This is an optimization exercise on Yosys and OpenROAD, whose aim is small area, a short achievable clock period and few clock cycles per item, not a production implementation. Function was checked by simulation only, so behaviour that the tests miss may differ from the original. No activity file was given, so power comes from the tool's default toggle rates.

<file path="design/flow/flow/run.sh">
#!/bin/bash
# Standard ORFS layout, but with port buffers of a plain buffer cell and
# resizing free to change a cell's footprint.
set -euo pipefail
cd "$(dirname "$0")/.."
bash standard.sh MATCH_CELL_FOOTPRINT=0 "BUFFER_PORTS_ARGS=-buffer_cell sky130_fd_sc_hd__buf_2" finish > standard_flow.log 2>&1
</file>
<file path="design/flow/standard.sh">
#!/bin/bash
# synth_recipe.tcl (not shown) runs the flow's synth.tcl, then flattens the netlist and writes it again
# the make line also repeats each setting of config.mk as NAME=value (left out here)
make -C /OpenROAD-flow-scripts/flow DESIGN_CONFIG=/design/flow/config.mk WORK_HOME=/design/flow/orfs CLKGATE_MAP_FILE= SYNTH_SCRIPT=/design/flow/synth_recipe.tcl "${@:-finish}"
</file>
<file path="design/flow/config.mk">
export PLATFORM = sky130hd
export DESIGN_NAME = top
export DESIGN_NICKNAME = top
export VERILOG_FILES = /design/flow/design.v
export SDC_FILE = /design/flow/constraint.sdc
export NUM_CORES = 4
export LEC_CHECK = 0
export CAP_MARGIN = 20
export CORE_MARGIN = 2
export CORE_UTILIZATION = 30
export SETUP_SLACK_MARGIN = 1.4
export SLEW_MARGIN = 20
</file>
<file path="design/flow/constraint.sdc">
create_clock -name core_clock -period 3.5 [get_ports {clock}]
set_input_delay 0.7000 -clock core_clock [delete_from_list [all_inputs] [get_ports {clock}]]
set_output_delay 0.7000 -clock core_clock [all_outputs]
set_load 0.01 [all_outputs]
</file>
<file path="design/flow/design.v">
`timescale 1ns / 1 ps
module WordRom ( 
    f0, f1, f2, f3, f4,
    w0, w1, w2, w3, w4, w5, w6, w7, w8, w9, w10, w11, w12, w13, w14, w15,
    w16, w17, w18, w19, w20, w21, w22, w23, w24, w25, w26, w27, w28, w29,
    w30, w31  );
  input  f0, f1, f2, f3, f4;
  output w0, w1, w2, w3, w4, w5, w6, w7, w8, w9, w10, w11, w12, w13, w14, w15,
    w16, w17, w18, w19, w20, w21, w22, w23, w24, w25, w26, w27, w28, w29,
    w30, w31;
  wire new_n39, new_n40, new_n41, new_n42, new_n43, new_n44, new_n45,
    new_n46, new_n47, new_n48, new_n50, new_n51, new_n52, new_n53, new_n54,
    new_n56, new_n57, new_n58, new_n59, new_n60, new_n61, new_n62, new_n63,
    new_n64, new_n66, new_n67, new_n68, new_n69, new_n70, new_n72, new_n73,
    new_n74, new_n77, new_n78, new_n79, new_n81, new_n82, new_n83, new_n84,
    new_n86, new_n87, new_n88, new_n89, new_n90, new_n91, new_n92, new_n93,
    new_n94, new_n96, new_n97, new_n98, new_n99, new_n100, new_n101,
    new_n103, new_n104, new_n106, new_n108, new_n109, new_n111, new_n112,
    new_n113, new_n115, new_n117, new_n118, new_n120, new_n122, new_n125;
  assign new_n39 = f0 & f1;
  assign new_n40 = f3 & ~f4;
  assign new_n41 = ~f0 & ~f1;
  assign new_n42 = ~f3 & new_n41;
  assign new_n43 = f4 & new_n42;
  assign new_n44 = ~new_n40 & ~new_n43;
  assign new_n45 = f0 & ~f4;
  assign new_n46 = new_n44 & ~new_n45;
  assign new_n47 = ~f1 & f2;
  assign new_n48 = ~new_n39 & ~new_n47;
  assign w0 = ~new_n46 & new_n48;
  assign new_n50 = f1 & ~f4;
  assign new_n51 = ~f1 & f4;
  assign new_n52 = ~new_n50 & ~new_n51;
  assign new_n53 = ~f2 & ~f3;
  assign new_n54 = ~f0 & new_n53;
  assign w1 = ~new_n52 & new_n54;
  assign new_n56 = ~f1 & ~f3;
  assign new_n57 = f1 & f3;
  assign new_n58 = ~f0 & new_n57;
  assign new_n59 = ~f4 & ~new_n56;
  assign new_n60 = ~new_n58 & new_n59;
  assign new_n61 = ~f0 & f2;
  assign new_n62 = ~f4 & new_n61;
  assign new_n63 = ~f2 & new_n43;
  assign new_n64 = ~new_n60 & ~new_n62;
  assign w2 = new_n63 | ~new_n64;
  assign new_n66 = f2 & ~f3;
  assign new_n67 = f0 & ~new_n66;
  assign new_n68 = ~f4 & ~new_n41;
  assign new_n69 = f1 & f2;
  assign new_n70 = ~new_n67 & ~new_n69;
  assign w3 = new_n68 & new_n70;
  assign new_n72 = ~f3 & new_n62;
  assign new_n73 = ~f2 & f3;
  assign new_n74 = f1 & new_n45;
  assign w12 = new_n73 & new_n74;
  assign w4 = new_n72 | w12;
  assign new_n77 = ~f2 & new_n41;
  assign new_n78 = ~f3 & new_n77;
  assign new_n79 = ~f4 & ~new_n78;
  assign w5 = new_n63 | new_n79;
  assign new_n81 = ~f0 & ~new_n57;
  assign new_n82 = ~f2 & ~new_n81;
  assign new_n83 = ~f4 & ~new_n42;
  assign new_n84 = ~new_n82 & new_n83;
  assign w8 = new_n63 | new_n84;
  assign new_n86 = f0 & f3;
  assign new_n87 = new_n69 & new_n86;
  assign new_n88 = f2 & ~new_n41;
  assign new_n89 = ~f2 & ~new_n39;
  assign new_n90 = ~f3 & ~new_n88;
  assign new_n91 = ~new_n89 & new_n90;
  assign new_n92 = ~new_n87 & ~new_n91;
  assign new_n93 = f4 & ~new_n92;
  assign new_n94 = ~new_n43 & new_n92;
  assign w9 = ~new_n93 & ~new_n94;
  assign new_n96 = ~f3 & ~new_n39;
  assign new_n97 = ~f4 & ~new_n96;
  assign new_n98 = f4 & new_n53;
  assign new_n99 = f2 & ~f4;
  assign new_n100 = ~new_n98 & ~new_n99;
  assign new_n101 = new_n41 & ~new_n100;
  assign w10 = new_n97 | new_n101;
  assign new_n103 = ~f2 & new_n56;
  assign new_n104 = ~f4 & ~new_n103;
  assign w13 = new_n63 | new_n104;
  assign new_n106 = ~f4 & ~new_n89;
  assign w16 = ~new_n88 & new_n106;
  assign new_n108 = ~new_n44 & new_n89;
  assign new_n109 = f2 & new_n68;
  assign w17 = new_n108 | new_n109;
  assign new_n111 = ~new_n39 & new_n88;
  assign new_n112 = new_n39 & ~new_n66;
  assign new_n113 = new_n97 & ~new_n112;
  assign w18 = ~new_n111 & new_n113;
  assign new_n115 = ~new_n39 & new_n73;
  assign w19 = new_n68 & new_n115;
  assign new_n117 = f2 & new_n40;
  assign new_n118 = ~new_n41 & new_n117;
  assign w20 = new_n63 | new_n118;
  assign new_n120 = ~new_n97 & ~new_n99;
  assign w21 = new_n63 | ~new_n120;
  assign new_n122 = f3 & new_n106;
  assign w25 = new_n63 | new_n122;
  assign w26 = new_n63 | new_n117;
  assign new_n125 = new_n40 & ~new_n77;
  assign w29 = new_n63 | new_n125;
  assign w7 = 1'b0;
  assign w15 = 1'b0;
  assign w23 = 1'b0;
  assign w27 = 1'b0;
  assign w28 = 1'b0;
  assign w31 = 1'b0;
  assign w6 = w5;
  assign w11 = w9;
  assign w14 = w13;
  assign w22 = w21;
  assign w24 = w19;
  assign w30 = w29;
endmodule
`timescale 1ns / 1 ps
module Match (clock, reset, DataIn, Go_flag, Found, Ready);
input clock;
input reset;
input [7:0] DataIn;
input Go_flag;
output [31:0] Found;
output Ready;
reg [4:0] state;
reg [4:0] fcode;
wire [4:0] nstate;
wire [4:0] nfcode;
assign Ready = 1'b1;
NextState ns (.s0(state[0]), .s1(state[1]), .s2(state[2]), .s3(state[3]), .s4(state[4]), .d0(DataIn[0]), .d1(DataIn[1]), .d2(DataIn[2]), .d3(DataIn[3]), .d4(DataIn[4]), .d5(DataIn[5]), .d6(DataIn[6]), .d7(DataIn[7]), .ns0(nstate[0]), .ns1(nstate[1]), .ns2(nstate[2]), .ns3(nstate[3]), .ns4(nstate[4]), .nf0(nfcode[0]), .nf1(nfcode[1]), .nf2(nfcode[2]), .nf3(nfcode[3]), .nf4(nfcode[4]));
always @(posedge clock) begin
  if (reset) state <= 5'd0;
  else if (Go_flag) state <= nstate;
  fcode <= nfcode;
end
WordRom rom (.f0(fcode[0]), .f1(fcode[1]), .f2(fcode[2]), .f3(fcode[3]), .f4(fcode[4]), .w0(Found[0]), .w1(Found[1]), .w2(Found[2]), .w3(Found[3]), .w4(Found[4]), .w5(Found[5]), .w6(Found[6]), .w7(Found[7]), .w8(Found[8]), .w9(Found[9]), .w10(Found[10]), .w11(Found[11]), .w12(Found[12]), .w13(Found[13]), .w14(Found[14]), .w15(Found[15]), .w16(Found[16]), .w17(Found[17]), .w18(Found[18]), .w19(Found[19]), .w20(Found[20]), .w21(Found[21]), .w22(Found[22]), .w23(Found[23]), .w24(Found[24]), .w25(Found[25]), .w26(Found[26]), .w27(Found[27]), .w28(Found[28]), .w29(Found[29]), .w30(Found[30]), .w31(Found[31]));
endmodule
`timescale 1ns / 1 ps
module NextState ( 
    s0, s1, s2, s3, s4, d0, d1, d2, d3, d4, d5, d6, d7,
    ns0, ns1, ns2, ns3, ns4, nf0, nf1, nf2, nf3, nf4  );
  input  s0, s1, s2, s3, s4, d0, d1, d2, d3, d4, d5, d6, d7;
  output ns0, ns1, ns2, ns3, ns4, nf0, nf1, nf2, nf3, nf4;
  wire new_n24, new_n25, new_n26, new_n27, new_n28, new_n29, new_n30,
    new_n31, new_n32, new_n33, new_n34, new_n35, new_n36, new_n37, new_n38,
    new_n39, new_n40, new_n41, new_n42, new_n43, new_n44, new_n45, new_n46,
    new_n47, new_n48, new_n49, new_n50, new_n51, new_n52, new_n53, new_n54,
    new_n55, new_n56, new_n57, new_n58, new_n59, new_n60, new_n61, new_n62,
    new_n63, new_n64, new_n65, new_n66, new_n67, new_n68, new_n69, new_n70,
    new_n71, new_n72, new_n73, new_n74, new_n75, new_n76, new_n77, new_n78,
    new_n79, new_n80, new_n81, new_n82, new_n83, new_n84, new_n85, new_n86,
    new_n87, new_n88, new_n89, new_n90, new_n91, new_n92, new_n93, new_n94,
    new_n95, new_n96, new_n97, new_n98, new_n99, new_n100, new_n102,
    new_n103, new_n104, new_n105, new_n106, new_n107, new_n108, new_n109,
    new_n110, new_n111, new_n112, new_n113, new_n114, new_n115, new_n116,
    new_n117, new_n118, new_n119, new_n120, new_n121, new_n122, new_n123,
    new_n124, new_n125, new_n126, new_n127, new_n128, new_n129, new_n130,
    new_n131, new_n132, new_n133, new_n134, new_n136, new_n137, new_n138,
    new_n139, new_n140, new_n141, new_n142, new_n143, new_n144, new_n145,
    new_n146, new_n147, new_n148, new_n149, new_n150, new_n151, new_n152,
    new_n153, new_n154, new_n155, new_n156, new_n157, new_n158, new_n159,
    new_n160, new_n161, new_n162, new_n163, new_n164, new_n165, new_n166,
    new_n167, new_n169, new_n170, new_n171, new_n172, new_n173, new_n174,
    new_n175, new_n176, new_n177, new_n178, new_n179, new_n180, new_n181,
    new_n182, new_n183, new_n184, new_n185, new_n186, new_n187, new_n188,
    new_n189, new_n190, new_n191, new_n192, new_n193, new_n195, new_n196,
    new_n197, new_n198, new_n199, new_n200, new_n202, new_n203, new_n204,
    new_n205, new_n206, new_n207, new_n208, new_n209, new_n210, new_n211,
    new_n212, new_n213, new_n214, new_n215, new_n216, new_n217, new_n218,
    new_n219, new_n220, new_n221, new_n222, new_n224, new_n225, new_n226,
    new_n227, new_n228, new_n229, new_n230, new_n231, new_n232, new_n233,
    new_n234, new_n235, new_n236, new_n237, new_n238, new_n239, new_n240,
    new_n241, new_n242, new_n243, new_n244, new_n245, new_n247, new_n248,
    new_n249, new_n250, new_n251, new_n252, new_n253, new_n254, new_n255,
    new_n256, new_n257, new_n258, new_n259, new_n260, new_n261, new_n262,
    new_n263, new_n264, new_n266, new_n267, new_n268, new_n269, new_n270,
    new_n271, new_n272, new_n273, new_n274, new_n275, new_n277, new_n278;
  assign new_n24 = s1 & s3;
  assign new_n25 = s3 & ~s4;
  assign new_n26 = ~s1 & ~s3;
  assign new_n27 = s4 & new_n26;
  assign new_n28 = ~new_n25 & ~new_n27;
  assign new_n29 = ~s2 & ~new_n28;
  assign new_n30 = ~new_n24 & ~new_n29;
  assign new_n31 = d5 & d6;
  assign new_n32 = ~d7 & new_n31;
  assign new_n33 = ~d3 & new_n32;
  assign new_n34 = ~d0 & d2;
  assign new_n35 = s0 & new_n34;
  assign new_n36 = new_n33 & new_n35;
  assign new_n37 = ~new_n30 & new_n36;
  assign new_n38 = ~s1 & s2;
  assign new_n39 = s3 & new_n38;
  assign new_n40 = ~s0 & d0;
  assign new_n41 = ~d1 & new_n40;
  assign new_n42 = new_n39 & new_n41;
  assign new_n43 = new_n33 & new_n42;
  assign new_n44 = ~new_n37 & ~new_n43;
  assign new_n45 = ~d4 & ~new_n44;
  assign new_n46 = ~d0 & d1;
  assign new_n47 = ~s2 & ~s3;
  assign new_n48 = s2 & s3;
  assign new_n49 = ~new_n47 & ~new_n48;
  assign new_n50 = ~s0 & ~s1;
  assign new_n51 = ~s4 & new_n50;
  assign new_n52 = ~d2 & new_n46;
  assign new_n53 = new_n49 & new_n52;
  assign new_n54 = new_n51 & new_n53;
  assign new_n55 = new_n33 & new_n54;
  assign new_n56 = ~s1 & ~s2;
  assign new_n57 = s3 & s4;
  assign new_n58 = ~new_n56 & new_n57;
  assign new_n59 = ~d4 & new_n46;
  assign new_n60 = d2 & new_n33;
  assign new_n61 = new_n59 & new_n60;
  assign new_n62 = ~new_n58 & ~new_n61;
  assign new_n63 = ~new_n55 & ~new_n62;
  assign new_n64 = d4 & new_n55;
  assign new_n65 = ~new_n63 & ~new_n64;
  assign new_n66 = new_n33 & new_n59;
  assign new_n67 = ~s2 & s3;
  assign new_n68 = ~s1 & ~s4;
  assign new_n69 = ~s0 & ~s2;
  assign new_n70 = s0 & s2;
  assign new_n71 = ~new_n69 & ~new_n70;
  assign new_n72 = ~new_n67 & new_n68;
  assign new_n73 = ~new_n71 & new_n72;
  assign new_n74 = new_n66 & new_n73;
  assign new_n75 = d3 & new_n32;
  assign new_n76 = ~d1 & ~d4;
  assign new_n77 = ~d0 & ~d2;
  assign new_n78 = new_n76 & new_n77;
  assign new_n79 = new_n75 & new_n78;
  assign new_n80 = ~new_n24 & ~new_n27;
  assign new_n81 = new_n69 & ~new_n80;
  assign new_n82 = new_n79 & new_n81;
  assign new_n83 = d0 & new_n76;
  assign new_n84 = ~d2 & new_n83;
  assign new_n85 = new_n33 & new_n84;
  assign new_n86 = s0 & new_n39;
  assign new_n87 = new_n47 & new_n51;
  assign new_n88 = ~new_n86 & ~new_n87;
  assign new_n89 = ~new_n85 & new_n88;
  assign new_n90 = ~d3 & ~d5;
  assign new_n91 = ~d6 & ~d7;
  assign new_n92 = new_n90 & new_n91;
  assign new_n93 = new_n78 & new_n92;
  assign new_n94 = ~new_n85 & ~new_n93;
  assign new_n95 = new_n85 & ~new_n88;
  assign new_n96 = ~new_n89 & ~new_n94;
  assign new_n97 = ~new_n95 & new_n96;
  assign new_n98 = ~new_n74 & ~new_n82;
  assign new_n99 = ~new_n97 & new_n98;
  assign new_n100 = ~new_n45 & new_n99;
  assign ns0 = new_n65 & new_n100;
  assign new_n102 = s1 & s2;
  assign new_n103 = s0 & ~s4;
  assign new_n104 = ~s3 & new_n103;
  assign new_n105 = new_n102 & new_n104;
  assign new_n106 = new_n85 & new_n105;
  assign new_n107 = new_n60 & new_n83;
  assign new_n108 = s3 & new_n51;
  assign new_n109 = new_n107 & new_n108;
  assign new_n110 = ~new_n106 & ~new_n109;
  assign new_n111 = d1 & ~d4;
  assign new_n112 = d0 & d2;
  assign new_n113 = new_n111 & new_n112;
  assign new_n114 = new_n39 & new_n113;
  assign new_n115 = new_n75 & new_n114;
  assign new_n116 = new_n34 & new_n111;
  assign new_n117 = new_n32 & new_n116;
  assign new_n118 = s3 & new_n102;
  assign new_n119 = new_n117 & new_n118;
  assign new_n120 = ~new_n115 & ~new_n119;
  assign new_n121 = ~s0 & ~new_n120;
  assign new_n122 = new_n56 & new_n104;
  assign new_n123 = new_n117 & new_n122;
  assign new_n124 = ~d1 & new_n34;
  assign new_n125 = new_n33 & new_n124;
  assign new_n126 = d4 & new_n125;
  assign new_n127 = ~new_n79 & ~new_n126;
  assign new_n128 = new_n69 & ~new_n127;
  assign new_n129 = ~new_n80 & new_n128;
  assign new_n130 = ~new_n93 & ~new_n123;
  assign new_n131 = ~new_n95 & new_n130;
  assign new_n132 = ~new_n121 & new_n131;
  assign new_n133 = new_n110 & new_n132;
  assign new_n134 = new_n65 & new_n133;
  assign ns1 = ~new_n129 & new_n134;
  assign new_n136 = ~s0 & ~s4;
  assign new_n137 = s1 & new_n136;
  assign new_n138 = new_n49 & new_n137;
  assign new_n139 = new_n75 & new_n138;
  assign new_n140 = ~new_n74 & ~new_n139;
  assign new_n141 = new_n116 & ~new_n140;
  assign new_n142 = ~new_n87 & new_n93;
  assign new_n143 = new_n47 & new_n136;
  assign new_n144 = ~new_n105 & ~new_n143;
  assign new_n145 = new_n85 & new_n144;
  assign new_n146 = ~new_n142 & ~new_n145;
  assign new_n147 = ~new_n58 & ~new_n86;
  assign new_n148 = ~new_n146 & new_n147;
  assign new_n149 = new_n56 & new_n117;
  assign new_n150 = ~s0 & ~s3;
  assign new_n151 = s4 & new_n150;
  assign new_n152 = d3 & new_n151;
  assign new_n153 = new_n149 & new_n152;
  assign new_n154 = ~new_n58 & ~new_n73;
  assign new_n155 = ~d2 & new_n66;
  assign new_n156 = new_n154 & new_n155;
  assign new_n157 = s0 & ~s2;
  assign new_n158 = new_n60 & new_n76;
  assign new_n159 = new_n157 & new_n158;
  assign new_n160 = ~new_n128 & ~new_n159;
  assign new_n161 = s1 & new_n25;
  assign new_n162 = ~new_n27 & ~new_n161;
  assign new_n163 = ~new_n160 & ~new_n162;
  assign new_n164 = ~new_n55 & ~new_n153;
  assign new_n165 = ~new_n156 & new_n164;
  assign new_n166 = ~new_n141 & new_n165;
  assign new_n167 = ~new_n148 & new_n166;
  assign ns2 = new_n163 | ~new_n167;
  assign new_n169 = s4 & ~new_n56;
  assign new_n170 = new_n75 & new_n116;
  assign new_n171 = ~new_n38 & ~new_n170;
  assign new_n172 = ~new_n169 & ~new_n171;
  assign new_n173 = s0 & ~s3;
  assign new_n174 = ~new_n94 & new_n173;
  assign new_n175 = ~s0 & new_n107;
  assign new_n176 = ~new_n174 & ~new_n175;
  assign new_n177 = new_n172 & ~new_n176;
  assign new_n178 = ~d3 & new_n154;
  assign new_n179 = s4 & ~new_n47;
  assign new_n180 = s1 & new_n47;
  assign new_n181 = ~s0 & ~new_n68;
  assign new_n182 = ~new_n179 & new_n181;
  assign new_n183 = ~new_n180 & new_n182;
  assign new_n184 = ~new_n122 & ~new_n183;
  assign new_n185 = ~new_n178 & new_n184;
  assign new_n186 = new_n117 & ~new_n185;
  assign new_n187 = new_n115 & new_n136;
  assign new_n188 = ~d4 & new_n47;
  assign new_n189 = new_n137 & new_n188;
  assign new_n190 = new_n85 & new_n189;
  assign new_n191 = ~new_n187 & ~new_n190;
  assign new_n192 = ~new_n64 & new_n191;
  assign new_n193 = ~new_n186 & new_n192;
  assign ns3 = new_n177 | ~new_n193;
  assign new_n195 = ~new_n56 & ~new_n102;
  assign new_n196 = s3 & new_n103;
  assign new_n197 = ~new_n195 & new_n196;
  assign new_n198 = new_n125 & new_n197;
  assign new_n199 = ~new_n187 & ~new_n198;
  assign new_n200 = new_n110 & new_n199;
  assign ns4 = new_n163 | ~new_n200;
  assign new_n202 = ~d4 & new_n125;
  assign new_n203 = s1 & ~new_n202;
  assign new_n204 = s2 & ~new_n126;
  assign new_n205 = ~new_n203 & ~new_n204;
  assign new_n206 = s0 & ~new_n205;
  assign new_n207 = ~s1 & ~new_n125;
  assign new_n208 = ~s2 & new_n126;
  assign new_n209 = ~new_n207 & ~new_n208;
  assign new_n210 = s3 & ~new_n209;
  assign new_n211 = new_n75 & new_n84;
  assign new_n212 = s4 & ~new_n211;
  assign new_n213 = new_n180 & ~new_n212;
  assign new_n214 = s3 & ~d4;
  assign new_n215 = s4 & new_n157;
  assign new_n216 = ~new_n214 & new_n215;
  assign new_n217 = new_n51 & ~new_n85;
  assign new_n218 = ~new_n58 & ~new_n216;
  assign new_n219 = ~new_n217 & new_n218;
  assign new_n220 = ~new_n172 & new_n219;
  assign new_n221 = ~new_n213 & new_n220;
  assign new_n222 = ~new_n206 & new_n221;
  assign nf0 = ~new_n210 & new_n222;
  assign new_n224 = new_n67 & new_n137;
  assign new_n225 = d4 & new_n224;
  assign new_n226 = s1 & s4;
  assign new_n227 = new_n157 & new_n214;
  assign new_n228 = ~new_n226 & new_n227;
  assign new_n229 = ~new_n225 & ~new_n228;
  assign new_n230 = new_n125 & ~new_n229;
  assign new_n231 = new_n56 & new_n57;
  assign new_n232 = new_n175 & new_n231;
  assign new_n233 = s2 & s4;
  assign new_n234 = new_n173 & new_n233;
  assign new_n235 = ~s1 & new_n234;
  assign new_n236 = ~new_n125 & new_n197;
  assign new_n237 = d3 & new_n103;
  assign new_n238 = new_n149 & new_n237;
  assign new_n239 = ~s2 & new_n107;
  assign new_n240 = s1 & new_n151;
  assign new_n241 = ~new_n239 & new_n240;
  assign new_n242 = ~new_n235 & ~new_n236;
  assign new_n243 = ~new_n238 & new_n242;
  assign new_n244 = ~new_n230 & new_n243;
  assign new_n245 = ~new_n232 & ~new_n241;
  assign nf1 = ~new_n244 | ~new_n245;
  assign new_n247 = ~new_n71 & ~new_n207;
  assign new_n248 = ~s3 & new_n169;
  assign new_n249 = ~new_n247 & new_n248;
  assign new_n250 = ~new_n127 & new_n224;
  assign new_n251 = ~s3 & ~d4;
  assign new_n252 = new_n233 & new_n251;
  assign new_n253 = s1 & ~d4;
  assign new_n254 = ~s1 & d4;
  assign new_n255 = ~new_n253 & ~new_n254;
  assign new_n256 = new_n67 & new_n103;
  assign new_n257 = ~new_n255 & new_n256;
  assign new_n258 = ~new_n252 & ~new_n257;
  assign new_n259 = new_n125 & ~new_n258;
  assign new_n260 = s0 & d0;
  assign new_n261 = new_n231 & ~new_n260;
  assign new_n262 = new_n158 & new_n261;
  assign new_n263 = ~new_n259 & ~new_n262;
  assign new_n264 = ~new_n249 & new_n263;
  assign nf2 = new_n250 | ~new_n264;
  assign new_n266 = new_n151 & new_n211;
  assign new_n267 = ~new_n107 & ~new_n266;
  assign new_n268 = ~new_n25 & ~new_n150;
  assign new_n269 = s1 & ~s2;
  assign new_n270 = ~new_n136 & new_n269;
  assign new_n271 = ~new_n268 & new_n270;
  assign new_n272 = ~new_n267 & new_n271;
  assign new_n273 = ~s1 & ~new_n126;
  assign new_n274 = new_n234 & ~new_n273;
  assign new_n275 = ~new_n262 & ~new_n272;
  assign nf3 = new_n274 | ~new_n275;
  assign new_n277 = new_n111 & new_n260;
  assign new_n278 = new_n231 & new_n277;
  assign nf4 = new_n60 & new_n278;
endmodule
`timescale 1ns / 1 ps
module top(clock, reset, DataIn, Go_flag, Found, Ready);
input clock;
input reset;
input [7:0] DataIn;
input Go_flag;
output [31:0] Found;
output Ready;
Match Match_DUT(.clock(clock), .reset(reset), .DataIn(DataIn), .Go_flag(Go_flag), .Found(Found), .Ready(Ready));
endmodule
</file>
==> results.txt, run 1 <==
Max H-tree Level 1; Clock transition at path regs 0.05 ns; CP Capture Point Match_DUT.fcode[0]; clk_skew 0.00176 ns; maxcap violations 0; Final period util 0.598; most frequent cell after synthesis buf_4; hold crit path type reg -> reg; Num CTS Buffers 3; area grow syn2layout 20.5%; die width 85.8 um; Post-Synth Adder-Cell Area 0.0561; largest net degree at the start of global routing 24; ys async rst share 0; WP data required 3.61 ns; IO Pins 44; leading area contributor after synthesis buf_4; worst r2r path cells 7; Avg Inst Size Synth 6.73 um^2; Via Count 2344; site row count 29; Synth Area in Simple Gates 0.333; endpoint class of the critical path flip-flop; initial DRC count 215; post-synthesis mux area share 0.00998; compound-cell area share of the yosys netlist 0.288; fmax 477 MHz; yosys warns 1; number of synthesized flops with an enable pin 0; RSZ-0062 raised after global routing yes; # diodes 0; Crit Reg-Reg Startpoint Match_DUT.state[2]; nets@finish 335; synthesized cell area 2010 um^2; Worst EP arrival 2.20 ns; hold buffer count at CTS 0; vias per inst 6.01; Placer Congestion 0.975; launch point of the worst path DataIn[3]; WL/cell 16.4 um; CP Launch Type primary input; hold_sp Match_DUT.state[2]; CTS tree yes; critical path class in -> reg; DP Area 1970 um^2; post-route setup TNS 0 ns; final setup violation count 0; clock root buffer clkbuf_8; worst skew pair latency 0.24 ns; largest family of logic cells by synthesized area simple AND/OR/NAND/NOR gates; Layout Utilization 0.376; Core Area 6420 um^2; reg-to-reg endpoint Match_DUT.state[0]; ys flop type dfxtp_1; Final min period 2.09 ns; global-route wire length before repair 9630 um; static leakage 0.981 nW; Initial Util 0.312; Port-buffer cells 36; fraction of layout cells with a size suffix above 1 0.351; die area 7360 um^2; number of antenna violations at the first check in global routing 0; Detailed Place HPWL 4150 um; clk buf depth 2; clock sink total 10; Yosys top cell area share 0.124; sequential element share of the synthesized area 0.0998; drt drc 0; Distinct cells, synth 62; die height 85.8 um; R2R setup slack 1.42 ns; vias in the first global route 1974; Final Max Slew Viols 0; final hold vios 0; Congestion Overflow GR 0; status timing/DRC/antenna clean; number of routed nets with antenna violations 0; total wire length 6380 um; total global-route track usage 0.158; Post-Synth XOR/XNOR Area 0.0175; critical path peak fanout 14; 1st-pass router iterations 16; Mapped Cells 298; Commonest cells post-synth 33 x buf_4, 31 x nor2_1, 27 x nand2_1; peak supply drop 0.000188 V; top area cells in the synthesized netlist buf_4 12%, dfxtp_1 10%, nor2_1 5.8%; #FFs+latches synth 10; Design Area, Final 2420 um^2; PD cells 196 nW/um^2
[cell usage in the layout (no fill, tap or decap), types with 3 or more instances in the layout]
master       n
a211oi_1     3
a21oi_1     14
a311oi_1     4
a32o_1       3
and3_1       3
buf_2       35
buf_4       24
clkbuf_8     3
clkinvlp_4   3
conb_1       7
dfxtp_4      8
ha_1         6
inv_1        6
nand2_1     25
nand2_2      3
nand2b_1     6
nand3_1      7
nand3b_1     6
nand4_1      6
nor2_1      28
nor2b_1      5
nor3_1       6
nor3_2       3
o211ai_1     3
o21ai_0     16
o21ai_1      7
o22ai_1      5
[critical path, cell delays in order]
cell and delay (ns):
buf_2 0.19, and4bb_4 0.39, and3_1 0.40, o22ai_1 0.13, a2111oi_1 0.39
[layout make-up]
class | count | area (um^2)
clock buffer | 3 | 41.3
timing repair buffer | 61 | 374
inverter | 9 | 45.0
sequential | 10 | 231
tap | 77 | 96.3
multi-input combinational | 230 | 1630
fill | 667 | 4010
[repair_timing]
item                                    4_1_cts  5_1_grt
gates cloned                                  1        0
endpoints found under the setup margin       30       29
pin swaps                                     0       11
gates resized for setup                      29       39
buffers inserted                             12       11
[flip-flops by register name, summed over array words and instances (netlist names)]
name and flops:
Match_DUT.fcode 5, Match_DUT.state 5
[cell families after synthesis]
| family | count (synthesis) |
|---|---|
| compound gates | 84 |
| xor+xnor | 4 |
| fa+ha+maj | 9 |
| buf+inv | 64 |
| flops | 10 |
| mux | 2 |
| other cells | 2 |
| simple gates | 123 |
[worst min path at each step]
| stage | cells after the start | slack [ns] | to |
|---|---|---|---|
| finish | 2 | 0.57 | Match_DUT.state[2] |
| global route | 2 | 0.59 | Match_DUT.state[2] |
| CTS | 2 | 0.58 | Match_DUT.state[2] |
| detailed placement | 2 | 0.64 | Match_DUT.state[2] |
| global placement | 2 | 0.63 | Match_DUT.state[2] |
| floorplan | 2 | 0.54 | Match_DUT.state[2] |
[per-layer routing]
layer / part of all wire / GRT usage
met5: 0 / 0
met4: 0.032 / 0.0447
met3: 0.081 / 0.0318
met2: 0.47 / 0.251
met1: 0.42 / 0.215
[through the flow]
stage / setup WS, ns / hold WS, ns / std cells / total power, mW
2_1_floorplan: 1.42 / 0.541 / 303 / 0.290
3_3_place_gp: 0.852 / 0.630 / 363 / 0.311
3_5_place_dp: 0.801 / 0.639 / 363 / 0.311
4_1_cts: 1.38 / 0.578 / 379 / 0.439
5_1_grt: 1.34 / 0.589 / 390 / 0.502
6_report: 1.41 / 0.568 / 390 / 0.474
[where the power goes]
part | total, mW | switching (mW) | internal, mW
sequential | 0.149 | 0.0301 | 0.119
combinational | 0.206 | 0.119 | 0.0871
clock | 0.119 | 0.0436 | 0.0752
total | 0.474 | 0.192 | 0.282
Testbench counts, summed over its fixed seeds: cycles 3,208, chars 3,200.
==> run 2, diff against run 1 <==
--- a/design/flow/config.mk
+++ b/design/flow/config.mk
@@ -8,5 +8,5 @@
 export CAP_MARGIN = 20
 export CORE_MARGIN = 2
 export CORE_UTILIZATION = 30
-export SETUP_SLACK_MARGIN = 1.4
+export SETUP_SLACK_MARGIN = 1.0
 export SLEW_MARGIN = 20
==> run 2 against run 1 <==
  * Routed wire length down 16%
  * Still clean on timing, DRC and antenna
  * Power shrank 8.4%
  * Die area unchanged
  * Critical path type is now reg -> out
  * Design area decreased by 16%
==> results.txt, run 2 <==
status timing/DRC/antenna clean (unchanged); maxcap violations 0 (unchanged); Congestion Overflow GR 0 (unchanged); number of routed nets with antenna violations 0 (unchanged); worst skew pair latency 0.24 ns (about the same); total global-route track usage 0.145 (was 0.158); leading area contributor after synthesis buf_4 (unchanged); most frequent cells in the layout 36 x buf_2, 31 x nor2_1, 27 x nand2_1 (was 35 x buf_2, 28 x nor2_1, 25 x nand2_1); hold crit path type reg -> reg (unchanged); commonest non-fill, non-tap cell in the layout buf_2 (unchanged); clock share of power 0.276 (was 0.251); CTS tree yes (unchanged); PD cells 213 nW/um^2 (was 196 nW/um^2); sequential element share of the synthesized area 0.0998 (unchanged); CP Capture Point Found[11] (was Match_DUT.fcode[0]); fraction of layout cells with a size suffix above 1 0.189 (was 0.351); Detailed Place HPWL 3980 um (was 4150 um); Distinct cells, synth 62 (unchanged); drt drc 0 (unchanged); global-route wire length before repair 8670 um (was 9630 um); Crit Reg-Reg Startpoint Match_DUT.state[0] (was Match_DUT.state[2]); fmax 436 MHz (was 477 MHz); WP data required 2.80 ns (was 3.61 ns); Seq pwr share 0.328 (was 0.315); yosys warns 1 (unchanged); ys async rst share 0 (unchanged); peak supply drop 0.000125 V (was 0.000188 V); 1st-pass router iterations 21 (was 16); endpoint class of the critical path primary output (was flip-flop); hold buffer count at CTS 0 (unchanged); clock sink total 10 (unchanged); vias in the first global route 1755 (was 1974); Final min period 2.29 ns (was 2.09 ns); Worst path slowest cell dfxtp_2 (was and3_1); clock root buffer clkbuf_8 (unchanged); Port-buffer cells 36 (unchanged); largest net degree at the start of global routing 23 (was 24); cell-internal power 0.263 mW (was 0.282 mW); IO Pins 44 (unchanged); CP Launch Type flip-flop (was primary input); area grow syn2layout 1.43% (was 20.5%); Clock transition at path regs 0.05 ns (about the same); crit path cell chain nor2b_1 > nor3_1 > a21oi_1 > o21ai_0 > buf_2 (was buf_2 > and4bb_4 > and3_1 > o22ai_1 > a2111oi_1); site row count 29 (unchanged); share of total power in combinational logic 0.395 (was 0.434); Setup Fix Bufs, Post-CTS 0 (was 12); Mapped Cells 298 (unchanged); die area 7360 um^2 (unchanged); final setup violation count 0 (unchanged); number of antenna violations at the first check in global routing 0 (unchanged); clk_skew 0.00423 ns (was 0.00176 ns); most frequent cell after synthesis buf_4 (unchanged); final hold vios 0 (unchanged); die width 85.8 um (unchanged); ys flop type dfxtp_1 (unchanged); static leakage 0.845 nW (was 0.981 nW); Final period util 0.656 (was 0.598); R2R setup slack 1.23 ns (was 1.42 ns); Power Total 0.434 mW (was 0.474 mW); #FFs+latches synth 10 (unchanged); worst r2r path cells 7 (unchanged); sw power 0.171 mW (was 0.192 mW); total wire length 5330 um (was 6380 um); Max H-tree Level 1 (unchanged); critical path peak fanout 22 (was 14); Avg Inst Size Synth 6.73 um^2 (unchanged); Placer Congestion 0.932 (was 0.975); Via Count 2129 (was 2344); Num CTS Buffers 3 (unchanged); nets@finish 313 (was 335); Yosys top cell area share 0.124 (unchanged); Commonest cells post-synth 33 x buf_4, 31 x nor2_1, 27 x nand2_1 (unchanged); post-route setup TNS 0 ns (unchanged); Largest regs Match_DUT.fcode (5), Match_DUT.state (5) (unchanged); Worst EP arrival 1.59 ns (was 2.20 ns); die height 85.8 um (unchanged); critical path class reg -> out (was in -> reg); RSZ-0062 raised after global routing no (was yes); CP max stage delay 0.55 ns (was 0.40 ns); Core Area 6420 um^2 (unchanged); WL/cell 14.5 um (was 16.4 um); Final Max Slew Viols 0 (unchanged); top area cells in the synthesized netlist buf_4 12%, dfxtp_1 10%, nor2_1 5.8% (unchanged); vias per inst 5.79 (was 6.01); clk buf depth 2 (unchanged); slew margin rel. 0.543; Sw Ratio 0.394 (was 0.406); launch point of the worst path Match_DUT.fcode[2] (was DataIn[3]); synthesized cell area 2010 um^2 (unchanged); initial DRC count 153 (was 215); reg-to-reg endpoint Match_DUT.state[3] (was Match_DUT.state[0]); Initial Util 0.312 (unchanged); Least-Margin Pin Slew 0.684 ns; number of synthesized flops with an enable pin 0 (unchanged); # diodes 0 (unchanged)
## run 2: cell counts after synthesis
Identical to the previous run, type by type.
## run 2: worst min-delay path by stage
stage	from	end	slack, ns	depth (start not counted)
2_1_floorplan	Match_DUT.state[2]	Match_DUT.state[2]	0.54	2
3_3_place_gp	Match_DUT.state[2]	Match_DUT.state[2]	0.62	2
3_5_place_dp	Match_DUT.state[0]	Match_DUT.fcode[4]	0.63	2
4_1_cts	Match_DUT.state[2]	Match_DUT.state[2]	0.64	2
5_1_grt	Match_DUT.state[2]	Match_DUT.state[2]	0.61	2
6_report	Match_DUT.state[2]	Match_DUT.state[2]	0.57	2
## run 2: layer usage
metal	GRT usage	routed length [um]	up-vias	share of wire
met3	0.0395	607	19	0.11
met4	0.0736	201	0	0.038
met5	0	0	-	0
li1	-	-	1035	-
met1	0.195	2250	936	0.42
met2	0.211	2270	139	0.43
## run 2: layout make-up
class,instances,area [um^2]
Clock buffer,3,41.3
Fill cell,675,4390
Inverter,9,33.8
Multi-Input combinational cell,229,1450
Sequential cell,10,208
Tap cell,77,96.3
Timing Repair Buffer,40,210
## run 2: power by group through the flow
stage,registers [mW],logic (mW),clock network (mW)
final,0.143,0.172,0.120
after global routing,0.145,0.189,0.131
after CTS,0.141,0.168,0.126
after detailed placement,0.143,0.168,0
after global placement,0.144,0.171,0
after floorplan,0.128,0.160,0
## run 2: what timing repair did
| item | 4_1_cts | 5_1_grt |
|---|---|---|
| resized for setup | 1 | 6 |
| pin swaps | 0 | 0 |
| setup endpoints to repair | 2 | 16 |
| endpoints found under the hold margin | 0 | 0 |
## run 2: logic make-up after synthesis
kind of cell	count (synthesis)	share of synthesized area
DFF	10	0.0998
AOI/OAI and AO/OA	84	0.288
adders and majority gates	9	0.0561
xor gates and xnor gates	4	0.0175
muxes	2	0.00998
other	2	0.00374
buffers and inverters	64	0.192
and+or+nand+nor	123	0.333
## run 2: worst max-delay path, delay by kind of cell (launching register included)
| kind | cells | cell delay, ns |
|---|---|---|
| flops | 1 | 0.55 |
| simple gates | 2 | 0.40 |
| compound gates | 2 | 0.24 |
| buf+inv | 1 | 0.17 |
## run 2: through the flow
stage               instances  hold WS (ns)  setup WS [ns]  utilization  instance area, um^2
global placement          365         0.621           1.04        0.308                 1980
floorplan                 303         0.541           1.35            -                 2020
global route              368         0.612           1.03        0.317                 2030
detailed placement        365         0.630           1.13        0.308                 1980
finish                    368         0.573           1.21        0.317                 2030
CTS                       368         0.637           1.01        0.315                 2020
==> run 3, diff against run 2 <==
--- a/design/flow/config.mk
+++ b/design/flow/config.mk
@@ -8,5 +8,5 @@
 export CAP_MARGIN = 20
 export CORE_MARGIN = 2
 export CORE_UTILIZATION = 30
-export SETUP_SLACK_MARGIN = 1.0
+export SETUP_SLACK_MARGIN = 1.2
 export SLEW_MARGIN = 20
==> run 3 against run 2 <==
  * Synthesized area did not move
  * Final cell count rose by 1.1%
  * Design area rose by 3.1%
  * Register-to-register slack improved by 0.09 ns
  * Power rose by 1.2%
  * Clock skew barely moved
  * Highest routed layer unchanged
==> results.txt, run 3 <==
endpoint class of the critical path flip-flop (was primary output); number of antenna violations at the first check in global routing 0 (unchanged); total wire length 5390 um (was 5330 um); critical path peak fanout 20 (was 22); critical path class in -> reg (was reg -> out); peak supply drop 0.000126 V (was 0.000125 V); vias in the first global route 1756 (was 1755); hold crit path type reg -> reg (unchanged); PD cells 209 nW/um^2 (was 213 nW/um^2); multi-input logic area 1460 um^2 (was 1450 um^2); largest net degree at the start of global routing 23 (unchanged); crit path cell chain buf_2 > and4bb_1 > and3_1 > o21ai_0 > nand2_1 > a2111oi_1 (was nor2b_1 > nor3_1 > a21oi_1 > o21ai_0 > buf_2); Commonest cells post-synth 33 x buf_4, 31 x nor2_1, 27 x nand2_1 (unchanged); status timing/DRC/antenna clean (unchanged); site row count 29 (unchanged); slew margin rel. 0.541 (was 0.543); DP Area 1980 um^2 (unchanged); synthesized cell area 2010 um^2 (unchanged); ys flop type dfxtp_1 (unchanged); # diodes 0 (unchanged); Num CTS Buffers 3 (unchanged); WL/cell 14.5 um (about the same); Core Area 6420 um^2 (unchanged); Port-buffer cells 36 (unchanged); global-route wire length before repair 8680 um (was 8670 um); WP data required 3.59 ns (was 2.80 ns); die width 85.8 um (unchanged); number of synthesized flops with an enable pin 0 (unchanged); nets@finish 317 (was 313); R2R setup slack 1.32 ns (was 1.23 ns); most frequent cell after synthesis buf_4 (unchanged); Power Total 0.440 mW (was 0.434 mW); placed insts 365 (unchanged); grt peak-use layer met2 (unchanged); RSZ-0062 raised after global routing no (unchanged); hold buffer count at CTS 0 (unchanged); final hold vios 0 (unchanged); #FFs+latches synth 10 (unchanged); Via Count 2153 (was 2129); Final Max Slew Viols 0 (unchanged); Worst path slowest cell a2111oi_1 (was dfxtp_2); top area cells in the synthesized netlist buf_4 12%, dfxtp_1 10%, nor2_1 5.8% (unchanged); 1st-pass router iterations 20 (was 21); vias per inst 5.79 (about the same); worst skew pair latency 0.24 ns (about the same); yosys warns 1 (unchanged); die height 85.8 um (unchanged); maxcap violations 0 (unchanged); Max H-tree Level 1 (unchanged); Reg area 220 um^2 (was 208 um^2); Detailed Place HPWL 3980 um (unchanged); commonest non-fill, non-tap cell in the layout buf_2 (unchanged); Final period util 0.630 (was 0.656); global routing usage on met2 0.212 (was 0.211); drt drc 0 (unchanged); IO Pins 44 (unchanged); fraction of layout cells with a size suffix above 1 0.217 (was 0.189); leading area contributor after synthesis buf_4 (unchanged); Layout Utilization 0.327 (was 0.317); clock sink total 10 (unchanged); Design Area, Final 2100 um^2 (was 2030 um^2); Clock transition at path regs 0.05 ns (about the same); CP max stage delay 0.42 ns (was 0.55 ns); final setup violation count 0 (unchanged); Yosys top cell area share 0.124 (unchanged); CTS tree yes (unchanged); Placer Congestion 0.932 (unchanged); ys async rst share 0 (unchanged); Congestion Overflow GR 0 (unchanged); post-route setup TNS 0 ns (unchanged); Initial Util 0.312 (unchanged); sequential element share of the synthesized area 0.0998 (unchanged); fill cell count 664 (was 675); most frequent cells in the layout 36 x buf_2, 30 x nor2_1, 26 x nand2_1 (was 36 x buf_2, 31 x nor2_1, 27 x nand2_1); area grow syn2layout 4.62% (was 1.43%); initial DRC count 127 (was 153); CP Launch Type primary input (was flip-flop); number of routed nets with antenna violations 0 (unchanged); Largest regs Match_DUT.fcode (5), Match_DUT.state (5) (unchanged); M3 GR Usage 0.0385 (was 0.0395); clk_skew 0.00459 ns (was 0.00423 ns); Avg Inst Size Synth 6.73 um^2 (unchanged); met1 usage 0.195 (unchanged); die area 7360 um^2 (unchanged); Worst EP arrival 2.30 ns (was 1.59 ns); total global-route track usage 0.145 (about the same); clk buf depth 2 (unchanged); clock root buffer clkbuf_8 (unchanged); final cell count without fillers 372 (was 368); fmax 454 MHz (was 436 MHz); Final min period 2.20 ns (was 2.29 ns); static leakage 0.861 nW (was 0.845 nW); Distinct cells, synth 62 (unchanged); Least-Margin Pin Slew 0.687 ns (was 0.684 ns); Mapped Cells 298 (unchanged)
## run 3: final timing paths
check / from / endpoint / cells after the start
hold reg to reg: Match_DUT.state[2] / Match_DUT.state[2] / 2
setup reg to reg: Match_DUT.state[1] / Match_DUT.state[3] / 7
hold / removal: Match_DUT.state[2] / Match_DUT.state[2] / 2
setup / recovery: DataIn[4] / Match_DUT.fcode[0] / 6
## run 3: cells by family (layout without fill, tap and decap cells)
family | count (synthesis) | in the layout | synth area share
adder cells (fa/ha/maj) | 9 | 9 | 0.0561
multiplexers | 2 | 2 | 0.00998
AO/OA/AOI/OAI | 84 | 84 | 0.288
flip-flops | 10 | 10 | 0.0998
buffers and inverters | 64 | 56 | 0.192
XOR/XNOR | 4 | 4 | 0.0175
AND/OR/NAND/NOR | 123 | 123 | 0.333
other | 2 | 7 | 0.00374
## run 3: per-stage QoR
stage	setup slack [ns]	hold slack [ns]
floorplan	1.35	0.541
global placement	1.04	0.621
detailed placement	1.13	0.630
CTS	1.22	0.570
global route	1.20	0.611
finish	1.30	0.577
## run 3: layout make-up
class                      count  area share
multi-input combinational    229       0.695
timing repair buffer          44       0.114
sequential                    10       0.105
tap                           77      0.0459
clock buffer                   3      0.0197
inverter                       9      0.0197
## run 3: metal layers
layer,vias to the layer above,wire length [um]
met5,-,0
met4,0,165
met3,20,636
met2,146,2330
met1,938,2260
li1,1049,-
## run 3: power by group
group          switching (mW)  internal (mW)  total [mW]  leakage (nW)
clock network          0.0447         0.0753       0.120        0.0216
logic                   0.107         0.0708       0.178         0.753
registers              0.0221          0.120       0.142        0.0859
total                   0.174          0.266       0.440         0.861
## run 3: critical path, delay by kind of cell
| kind | cells | cell delay, ns |
|---|---|---|
| AO/OA/AOI/OAI | 2 | 0.64 |
| buffers and inverters | 1 | 0.33 |
| AND/OR/NAND/NOR | 3 | 0.62 |
## run 3: repair_timing
item,CTS,global route
pin swaps,0,1
endpoints found under the setup margin,19,14
resized for setup,9,9
buffers inserted,0,4
==> run 4, diff against run 3 <==
==> design/flow/flow/run.sh (replaced) <==
#!/bin/bash
# Standard ORFS layout, but with port buffers of a plain buffer cell and
# resizing free to change a cell's footprint.
set -euo pipefail
cd "$(dirname "$0")/.."
bash standard.sh MATCH_CELL_FOOTPRINT=0 "BUFFER_PORTS_ARGS=-buffer_cell sky130_fd_sc_hd__buf_1" finish > standard_flow.log 2>&1
--- a/design/flow/config.mk
+++ b/design/flow/config.mk
@@ -7,6 +7,6 @@
 export LEC_CHECK = 0
 export CAP_MARGIN = 20
 export CORE_MARGIN = 2
-export CORE_UTILIZATION = 30
-export SETUP_SLACK_MARGIN = 1.2
+export CORE_UTILIZATION = 60
+export SETUP_SLACK_MARGIN = 1.0
 export SLEW_MARGIN = 20
==> run 4 against run 3 <==
  * Still clean
  * Core utilization rose by 29 points
  * Power fell by 4.8%
  * Register-to-register slack got worse by 0.14 ns
  * Routed wire length rose by 3.6%
  * Synthesized cell count did not move
  * Design area fell by 7.6%
  * Critical path depth rose by 1
  * First-iteration DRC count rose by 42%
==> results.txt, run 4 <==
status timing/DRC/antenna clean (unchanged); WL met2 2340 um (was 2330 um); CP Launch Type flip-flop (was primary input); detailed-routing wirelength on met1 2470 um (was 2260 um); # diodes 0 (unchanged); Setup Fix Bufs, Post-CTS 0 (unchanged); synthesized cell area 2010 um^2 (unchanged); hold buffer count at CTS 0 (unchanged); critical path peak fanout 21 (was 20); Placer Congestion 1.01 (was 0.932); ys flop type dfxtp_1 (unchanged); #FFs+latches synth 10 (unchanged); initial DRC count 180 (was 127); die area 3820 um^2 (was 7360 um^2); hold crit path type reg -> reg (unchanged); CTS tree yes (unchanged); Distinct cells, synth 62 (unchanged); IO Pins 44 (unchanged); endpoint class of the critical path flip-flop (unchanged); Largest regs Match_DUT.fcode (5), Match_DUT.state (5) (unchanged); Detailed Place HPWL 3960 um (was 3980 um); Final period util 0.664 (was 0.630); clk_skew 0.0164 ns (was 0.00459 ns); Via Count 2141 (was 2153); sequential element share of the synthesized area 0.0998 (unchanged); Congestion Overflow GR 0 (unchanged); ys async rst share 0 (unchanged); Mapped Cells 298 (unchanged); Commonest cells post-synth 33 x buf_4, 31 x nor2_1, 27 x nand2_1 (unchanged); WL/cell 16.7 um (was 14.5 um); Max H-tree Level 1 (unchanged); worst skew pair latency 0.28 ns (was 0.24 ns); WP data required 3.65 ns (was 3.59 ns); Clock transition at path regs 0.08 ns (was 0.05 ns); top area cells in the synthesized netlist buf_4 12%, dfxtp_1 10%, nor2_1 5.8% (unchanged); slew margin rel. 0.528 (was 0.541); die height 61.8 um (was 85.8 um); maxcap violations 0 (unchanged); PD cells 216 nW/um^2 (was 209 nW/um^2); number of routed nets with antenna violations 0 (unchanged); post-route setup TNS 0 ns (unchanged); clock sink total 10 (unchanged); hold_ws 0.579 ns (was 0.577 ns); setup slack after layout 1.18 ns (was 1.30 ns); vias per inst 6.41 (was 5.79); top sig layer met4 (unchanged); global-route wire length before repair 8660 um (was 8680 um); clk buf depth 2 (unchanged); nets@finish 311 (was 317); fraction of layout cells with a size suffix above 1 0.0724 (was 0.217); met3 wire len 689 um (was 636 um); most frequent cell after synthesis buf_4 (unchanged); Layout Utilization 0.620 (was 0.327); peak supply drop 0.000211 V (was 0.000126 V); Core Area 3130 um^2 (was 6420 um^2); site row count 20 (was 29); static leakage 0.702 nW (was 0.861 nW); Avg Inst Size Synth 6.73 um^2 (unchanged); clock root buffer clkbuf_4 (was clkbuf_8); number of synthesized flops with an enable pin 0 (unchanged); critical path class reg -> reg (was in -> reg); final hold vios 0 (unchanged); Initial Util 0.641 (was 0.312); total wire length 5590 um (was 5390 um); largest net degree at the start of global routing 23 (unchanged); Final min period 2.32 ns (was 2.20 ns); RSZ-0062 raised after global routing no (unchanged); Worst EP arrival 2.48 ns (was 2.30 ns); fmax 430 MHz (was 454 MHz); 1st-pass router iterations 5 (was 20); total global-route track usage 0.303 (was 0.145); yosys warns 1 (unchanged); Least-Margin Pin Slew 0.690 ns (was 0.687 ns); die width 61.8 um (was 85.8 um); leading area contributor after synthesis buf_4 (unchanged); drt drc 0 (unchanged); dpl ws 0.809 ns (was 1.13 ns); Port-buffer cells 36 (unchanged); area grow syn2layout -3.37% (was 4.62%); final setup violation count 0 (unchanged); commonest non-fill, non-tap cell in the layout buf_1 (was buf_2); number of antenna violations at the first check in global routing 0 (unchanged); most frequent cells in the layout 35 x buf_1, 30 x nor2_1, 27 x nand2_1 (was 36 x buf_2, 30 x nor2_1, 26 x nand2_1); Yosys top cell area share 0.124 (unchanged); Final Max Slew Viols 0 (unchanged); Num CTS Buffers 3 (unchanged); vias in the first global route 1739 (was 1756)
==> run 4: cell counts after synthesis <==
Identical to the previous run, type by type.
==> run 4: stage by stage <==
stage          power [mW]  std cells  instance area [um^2]
2_1_floorplan       0.288        303                  2020
3_3_place_gp        0.308        330                  1880
3_5_place_dp        0.306        330                  1880
4_1_cts             0.415        334                  1920
5_1_grt             0.444        334                  1940
6_report            0.418        334                  1940
==> run 4: worst paths after layout <==
kind | startpoint | endpoint | slack, ns | cells after the start
worst min-delay path | Match_DUT.state[2] | Match_DUT.state[2] | 0.58 | 2
worst max register to register | Match_DUT.state[1] | Match_DUT.state[3] | 1.18 | 7
worst max-delay path | Match_DUT.state[1] | Match_DUT.state[3] | 1.18 | 7
worst min register to register | Match_DUT.state[2] | Match_DUT.state[2] | 0.58 | 2
==> run 4: where the power goes <==
| part | internal, mW | leakage [nW] | switching, mW |
|---|---|---|---|
| logic | 0.0597 | 0.596 | 0.105 |
| registers | 0.120 | 0.0855 | 0.0248 |
| clock network | 0.0633 | 0.0210 | 0.0458 |
| total | 0.243 | 0.702 | 0.176 |
==> run 4: timing repair <==
item | 4_1_cts | 5_1_grt
gates cloned | 0 | 0
setup endpoints to repair | 16 | 20
gates resized for setup | 3 | 10
==> run 4: routing by layer <==
metal / GRT usage / vias up
met2: 0.420 / 160
met4: 0.0669 / 0
li1: - / 1033
met1: 0.467 / 931
met3: 0.0745 / 17
met5: 0 / -
==> run 4: cell families (layout without fill, tap and decap cells) <==
family | Yosys count | in the layout | share of synthesized area
AOI/OAI and AO/OA | 84 | 84 | 0.288
adders and majority gates | 9 | 9 | 0.0561
xor gates and xnor gates | 4 | 4 | 0.0175
buffers and inverters | 64 | 51 | 0.192
other | 2 | 7 | 0.00374
DFF | 10 | 10 | 0.0998
muxes | 2 | 2 | 0.00998
and+or+nand+nor | 123 | 123 | 0.333
==> run 4: worst max-delay path: stages, from the launching register on <==
cell and delay, ns:
dfxtp_2 0.59, inv_1 0.25, ha_1 0.37, nand3b_1 0.28, nand2_1 0.16, nor2_1 0.06
o311ai_1 0.34, a311oi_1 0.15
==> run 4: final cells by class <==
cell class	instances	area, um^2
Clock buffer	4	36.3
Inverter	9	33.8
Timing Repair Buffer	38	151
Tap cell	44	55.1
Multi-Input combinational cell	229	1450
Sequential cell	10	214
Fill cell	328	1190

-- static timing again, ports no longer ideal --
The flow's constraints put no driver on any port. The routed layouts listed below were extracted and timed again, unchanged, in two steps. Step 1 sets driving cells, clkbuf_16 on the clock port and buf_2 on the other inputs (assumed; they add their load-dependent delay and slew). Step 2 also shifts input and output timing later by t, the mid clock arrival at the registers, as if the neighbouring blocks saw the same clock. a / b / c = no drivers / after step 1 / after step 2; a / b = the first two.
run | t, ns | setup slack, ns | cell pins on the clock port's net
run 1 | 0.260 | 1.406 / 1.402 / 1.153 | 1
run 2 | 0.265 | 1.205 / 1.179 / 1.052 | 1
run 3 | 0.265 | 1.296 / 1.285 / 1.038 | 1
run 4 | 0.297 | 1.175 / 1.175 / 0.979 | 1
After both steps setup and hold are still met in every run listed. For run 3, which loses most, drivers alone change the setup slack by -0.011 ns; drivers and shift together by -0.258 ns.
